Source: an optimization exercise on an open RTL-to-GDS flow (aim: small area and a short achievable clock period). Production flows keep margins and buffers that such runs may drop. Only simulation tests tie the RTL to the original design; equivalence was not proved. Power is estimated from default activity; no workload was simulated.

==> build 10: inputs <==
## zepto_cpu
module zepto_cpu(
	input clk,
	input rst_n,
	input [1:0] disp_sel,
	input [31:0] inst,
	output reg [15:0] pc,
	output wire [6:0] HEX0,
	output wire [6:0] HEX1,
	output wire [6:0] HEX2,
	output wire [6:0] HEX3,
	output wire [6:0] HEX4,
	output wire [6:0] HEX5,
	output wire [6:0] HEX6,
	output wire [6:0] HEX7,
	output [15:0] VerRA
);
export LEC_CHECK = 0
export CAP_MARGIN = 20
export CORE_MARGIN = 2
export CORE_UTILIZATION = 60
export CTS_CLUSTER_DIAMETER = 100
export CTS_CLUSTER_SIZE = 25
export SETUP_SLACK_MARGIN = 5
export SLEW_MARGIN = 20
export SYNTH_HIERARCHICAL = 1
export TNS_END_PERCENT = 20
create_clock -name core_clock -period 12.0 [get_ports {clk}]
standard.sh (not shown) runs the stock make flow with config.mk's settings and CLKGATE_MAP_FILE= SYNTH_SCRIPT=/design/flow/synth_recipe.tcl, a recipe that flattens the netlist after the stock synthesis.
==> flow/flow/run.sh <==
#!/bin/bash
# Layout flow: the standard ORFS flow (standard.sh, which runs the
# standard synthesis unchanged), with the input/output port buffers made
# from the smallest buffer cell; timing repair resizes them where needed.
set -euo pipefail
bash standard.sh "BUFFER_PORTS_ARGS=-buffer_cell sky130_fd_sc_hd__buf_1" finish > flow_make.log 2>&1
==> trial 75: changes against build 10 <==
--- a/flow/design.v
+++ b/flow/design.v
@@ -23,16 +23,10 @@
 assign y = (a1 & a2) | b1;
 endmodule
 module g_and2(input a, input b, output y);
 assign y = a & b;
 endmodule
-module g_o221ai(input a1, input a2, input b1, input b2, input c1, output y);
-assign y = ~((a1 | a2) & (b1 | b2) & c1);
-endmodule
-module g_o221a(input a1, input a2, input b1, input b2, input c1, output y);
-assign y = (a1 | a2) & (b1 | b2) & c1;
-endmodule
 module g_nor2(input a, input b, output y);
 assign y = ~(a | b);
 endmodule
 module g_nor3(input a, input b, input c, output y);
 assign y = ~(a | b | c);
@@ -128,26 +122,26 @@
 endmodule
 module display(
 	input [1:0] sel,
 	input [15:0] pc,
 	input [31:0] inst,
-	input [15:0] An,    
-	input [15:0] Bn,    
+	input [15:0] A,
+	input [15:0] B,
 	output [55:0] hex
 );
 wire sA = sel[1] & sel[0];
 wire sB = sel[1] & ~sel[0];
 wire sP = ~sel[1] & ~sel[0];
 wire sI = ~sel[1] & sel[0];
-wire nsA = ~sA;
-wire nsB = ~sB;
-wire [15:0] lo, lon, np;
+wire [15:0] lo, lon, na, nb, np;
 genvar k;
 generate for (k = 0; k < 16; k = k + 1) begin : m
+	g_nand2 u1(.a(A[k]), .b(sA), .y(na[k]));
+	g_nand2 u2(.a(B[k]), .b(sB), .y(nb[k]));
 	g_a22oi u3(.a1(pc[k]), .a2(sP), .b1(inst[k]), .b2(sI), .y(np[k]));
-	g_o221ai u4(.a1(An[k]), .a2(nsA), .b1(Bn[k]), .b2(nsB), .c1(np[k]), .y(lo[k]));
-	g_o221a u5(.a1(An[k]), .a2(nsA), .b1(Bn[k]), .b2(nsB), .c1(np[k]), .y(lon[k]));
+	g_nand3 u4(.a(na[k]), .b(nb[k]), .c(np[k]), .y(lo[k]));
+	g_and3 u5(.a(na[k]), .b(nb[k]), .c(np[k]), .y(lon[k]));
 end endgenerate
 generate for (k = 0; k < 4; k = k + 1) begin : d
 	seg_fast dl(.x(lo[4*k+3:4*k]), .xn(lon[4*k+3:4*k]), .y(hex[7*k+6:7*k]));
 	wire i0n, i1n, i2n, i3n, x0, x2, x3, x3n;
 	g_nand2 a0(.a(inst[16+4*k]), .b(sI), .y(i0n));
@@ -217,15 +211,15 @@
 g_xor2 us0(.a(p[0]), .b(ci), .y(S[0]));
 generate for (k = 1; k < 16; k = k + 1) begin : sm
 	g_xor2 u(.a(p[k]), .b(G4[k-1]), .y(S[k]));
 end endgenerate
 endmodule
-module csabit(input an, input pn, input pcr, input npcr, input bn, input ii, input zb, input sub,
+module csabit(input aa, input p, input pcr, input npcr, input bb, input ii, input zb, input sub,
 	output s, output c);
 wire a, bx, b, i;
-g_o22ai u0(.a1(an), .a2(pcr), .b1(pn), .b2(npcr), .y(a));
-g_xor2 u1(.a(bn), .b(sub), .y(bx));
+g_a22o u0(.a1(aa), .a2(npcr), .b1(p), .b2(pcr), .y(a));
+g_xnor2 u1(.a(bb), .b(sub), .y(bx));
 g_nor2 u2(.a(bx), .b(zb), .y(b));
 g_xor2 u3(.a(ii), .b(sub), .y(i));
 g_fa u4(.a(a), .b(b), .c(i), .s(s), .co(c));
 endmodule
 module resbit(input s, input c, input sum, input inc,
@@ -242,23 +236,22 @@
 	input Zb,       
 	input Pcr,      
 	input nPcr,
 	input Link,     
 	input rst_n,
-	input [15:0] An,    
-	input [15:0] Bn,    
+	input [15:0] A,
+	input [15:0] B,
 	input [15:0] Pc,
 	input [15:0] Imm,
 	input [15:0] Inc,
 	output wire [15:0] Sum,
 	output wire [15:0] Dm
 );
 wire [15:0] s, c;
-wire [15:0] Pn = ~Pc;
 genvar k;
 generate for (k = 0; k < 16; k = k + 1) begin : bt
-	csabit u(.an(An[k]), .pn(Pn[k]), .pcr(Pcr), .npcr(nPcr), .bn(Bn[k]), .ii(Imm[k]), .zb(Zb),
+	csabit u(.aa(A[k]), .p(Pc[k]), .pcr(Pcr), .npcr(nPcr), .bb(B[k]), .ii(Imm[k]), .zb(Zb),
 		.sub(Sub), .s(s[k]), .c(c[k]));
 end endgenerate
 skadd add(.X(s), .Y({c[14:0], Sub}), .ci(Sub), .S(Sum));
 wire op2 = Opcode == 4'd2;
 wire op3 = Opcode == 4'd3;
@@ -272,21 +265,21 @@
 	resbit u(.s(s[k]), .c(c[k]), .sum(Sum[k]), .inc(Inc[k]),
 		.kL(kL), .k1(k1), .k2(k2), .kS(kS), .kI(kI), .d(Dm[k]));
 end endgenerate
 endmodule
 module comparador (
-	input [15:0] An,    
-	input [15:0] Bn,    
+	input [15:0] A,
+	input [15:0] B,
 	input beq, input bne, input bge, input blt, input jal, input jalr,
 	output take
 );
 reg [15:0] L, E;
 integer k, d;
 always @(*) begin
-	E = ~(An ^ Bn);
-	L = An & ~Bn;
-	L[15] = ~An[15] & Bn[15];
+	E = ~(A ^ B);
+	L = ~A & B;
+	L[15] = A[15] & ~B[15];
 	for (d = 1; d < 16; d = d * 2)
 		for (k = 2*d - 1; k < 16; k = k + 2*d) begin
 			L[k] = L[k] | (E[k] & L[k-d]);
 			E[k] = E[k] & E[k-d];
 		end
@@ -349,33 +342,33 @@
 end endgenerate
 endmodule
 module aoi222(input a1, input a2, input b1, input b2, input c1, input c2, output y);
 assign y = ~((a1 & a2) | (b1 & b2) | (c1 & c2));
 endmodule
-module and5(input a, input b, input c, input d, input e, output y);
+module nand5(input a, input b, input c, input d, input e, output y);
 wire p, q;
 g_nand3 u0(.a(a), .b(b), .c(c), .y(p));
 g_nand2 u1(.a(d), .b(e), .y(q));
-g_nor2 u2(.a(p), .b(q), .y(y));
+g_or2 u2(.a(p), .b(q), .y(y));
 endmodule
-module rdbit(input [14:0] r, input [14:0] s, output yn);
+module rdbit(input [14:0] r, input [14:0] s, output y);
 wire [4:0] n;
 genvar i;
 generate for (i = 0; i < 5; i = i + 1) begin : g
 	aoi222 u(.a1(r[3*i]), .a2(s[3*i]), .b1(r[3*i+1]), .b2(s[3*i+1]),
 		.c1(r[3*i+2]), .c2(s[3*i+2]), .y(n[i]));
 end endgenerate
-and5 u5(.a(n[0]), .b(n[1]), .c(n[2]), .d(n[3]), .e(n[4]), .y(yn));
+nand5 u5(.a(n[0]), .b(n[1]), .c(n[2]), .d(n[3]), .e(n[4]), .y(y));
 endmodule
-module registrador(input [239:0] Q, input [14:0] s, output [15:0] An);
+module registrador(input [239:0] Q, input [14:0] s, output [15:0] A);
 genvar b, k;
 generate for (b = 0; b < 16; b = b + 1) begin : bt
 	wire [14:0] r;
 	for (k = 0; k < 15; k = k + 1) begin : kk
 		assign r[k] = Q[16*k + b];
 	end
-	rdbit u(.r(r), .s(s), .yn(An[b]));
+	rdbit u(.r(r), .s(s), .y(A[b]));
 end endgenerate
 endmodule
 module zepto_cpu(
 	input clk,
 	input rst_n,
@@ -400,19 +393,19 @@
 controle U3(.Opcode(inst[3:0]), .WE(WE), .Link(Link), .Sub(Sub), .jalr(jalr),
 	.jal(jal), .Pcr(Pcr), .nPcr(nPcr), .Zb(Zb), .beq(beq), .bne(bne), .bge(bge), .blt(blt));
 reg [239:0] rf;
 wire [15:0] sa = 16'd1 << Ra;
 wire [15:0] sb = 16'd1 << Rb;
-wire [15:0] An, Bn;    
-registrador RA(.Q(rf), .s(sa[15:1]), .An(An));
-registrador RB(.Q(rf), .s(sb[15:1]), .An(Bn));
-assign VerRA = ~An;
+wire [15:0] A, B;
+registrador RA(.Q(rf), .s(sa[15:1]), .A(A));
+registrador RB(.Q(rf), .s(sb[15:1]), .A(B));
+assign VerRA = A;
 wire [15:0] Sum, Dm, Inc, E;
 ula U7(.Opcode(inst[3:0]), .Sub(Sub), .Zb(Zb), .Pcr(Pcr), .nPcr(nPcr), .Link(Link), .rst_n(rst_n),
-	.An(An), .Bn(Bn), .Pc(pc), .Imm(Imm), .Inc(Inc), .Sum(Sum), .Dm(Dm));
+	.A(A), .B(B), .Pc(pc), .Imm(Imm), .Inc(Inc), .Sum(Sum), .Dm(Dm));
 wire take;
-comparador U6(.An(An), .Bn(Bn), .beq(beq), .bne(bne), .bge(bge), .blt(blt), .jal(jal), .jalr(jalr), .take(take));
+comparador U6(.A(A), .B(B), .beq(beq), .bne(bne), .bge(bge), .blt(blt), .jal(jal), .jalr(jalr), .take(take));
 pc U1(.Pc(pc), .Sum(Sum), .jump(take), .rst_n(rst_n), .Inc(Inc), .E(E));
 always @(posedge clk)
 	pc <= E;
 wire [15:0] wd = 16'd1 << Rd;
 genvar g;
@@ -420,8 +413,8 @@
 	wire en = (WE & wd[g]) | ~rst_n;
 	always @(posedge clk)
 		if (en) rf[16*g-1:16*g-16] <= Dm;
 end endgenerate
 wire [55:0] hex;
-display U9(.sel(disp_sel), .pc(pc), .inst(inst), .An(An), .Bn(Bn), .hex(hex));
+display U9(.sel(disp_sel), .pc(pc), .inst(inst), .A(A), .B(B), .hex(hex));
 assign {HEX7, HEX6, HEX5, HEX4, HEX3, HEX2, HEX1, HEX0} = hex;
 endmodule
- CORE_UTILIZATION: 60 -> 50
- CTS_CLUSTER_DIAMETER: 100 -> unset
- CTS_CLUSTER_SIZE: 25 -> unset
==> qor summary <==
Slowest Stage Delay on Critical Path: trial 75 410 ps; build 10 360 ps
Non-clock buffer count in the final layout: trial 75 214; build 10 210
Hold WS: trial 75 651 ps; build 10 669 ps
End-of-flow core utilization: trial 75 0.627; build 10 0.730
Count of multi-input gates: trial 75 956; build 10 922
Area growth syn-to-layout: trial 75 23.8%; build 10 20.4%
Number of standard cells in the layout, taps in and fillers out: trial 75 1898; build 10 1807
Maximum number of pins on one net before global-route repair: trial 75 23; build 10 34
Cells on worst reg2reg path: trial 75 16; build 10 15
Standby leakage power: trial 75 0.00751 uW; build 10 0.00722 uW
Result of the run: trial 75 complete, no violations; build 10 complete, no violations
Post-route worst setup slack: trial 75 4950 ps; build 10 5020 ps
Clock-cell share of area: trial 75 0.0478; build 10 0.0250
Post-CTS Setup Bufs: trial 75 17; build 10 14
CTS buffer count: trial 75 28; build 10 14
Detailed Route WL: trial 75 50800 um; build 10 48200 um
Sequential fraction of total cell area: trial 75 0.418; build 10 0.427
Met2 Wirelength: trial 75 24000 um; build 10 22200 um
Post-DP HPWL: trial 75 33100 um; build 10 30500 um
Clock group total power: trial 75 822 uW; build 10 540 uW
First-pass GRT wire length: trial 75 74000 um; build 10 69800 um
Number of global-route vias before repair: trial 75 12515; build 10 12267
Largest fanout on the critical path: trial 75 8; build 10 16

-- separate check: timing with driven ports --
The results above use ideal ports. As a check the final layouts listed here were re-extracted and re-timed, cells and wires unchanged.
Step 1 (the two cells are an assumption about what drives the block):
set clk [get_ports {clk}]
set_driving_cell -lib_cell sky130_fd_sc_hd__clkbuf_16 $clk
set_driving_cell -lib_cell sky130_fd_sc_hd__buf_2 [delete_from_list [all_inputs] $clk]
Step 2 moves the port delays by t, midway between the first and last clock arrival at a register: inputs arrive t later, outputs are due t later. That takes back most of the time a late clock gives input paths.
a / b / c = ideal / step 1 / step 2; a / b = the first two.
run	t, ns	setup WS [ns]	worst setup path at the end	slew at the worst register clock pin (ns)	worst data-port slew with drivers (ns)
build 10	0.542	5.016 / 4.947 / 4.743	input to register	0.11 / 0.11	0.11
trial 75	0.597	4.954 / 4.856 / 4.665	input to register	0.07 / 0.07	0.10
After both steps setup and hold are still met in every run listed. The setup slack of trial 75, which loses most, moves by -0.098 ns with the drivers and by -0.289 ns with both steps.
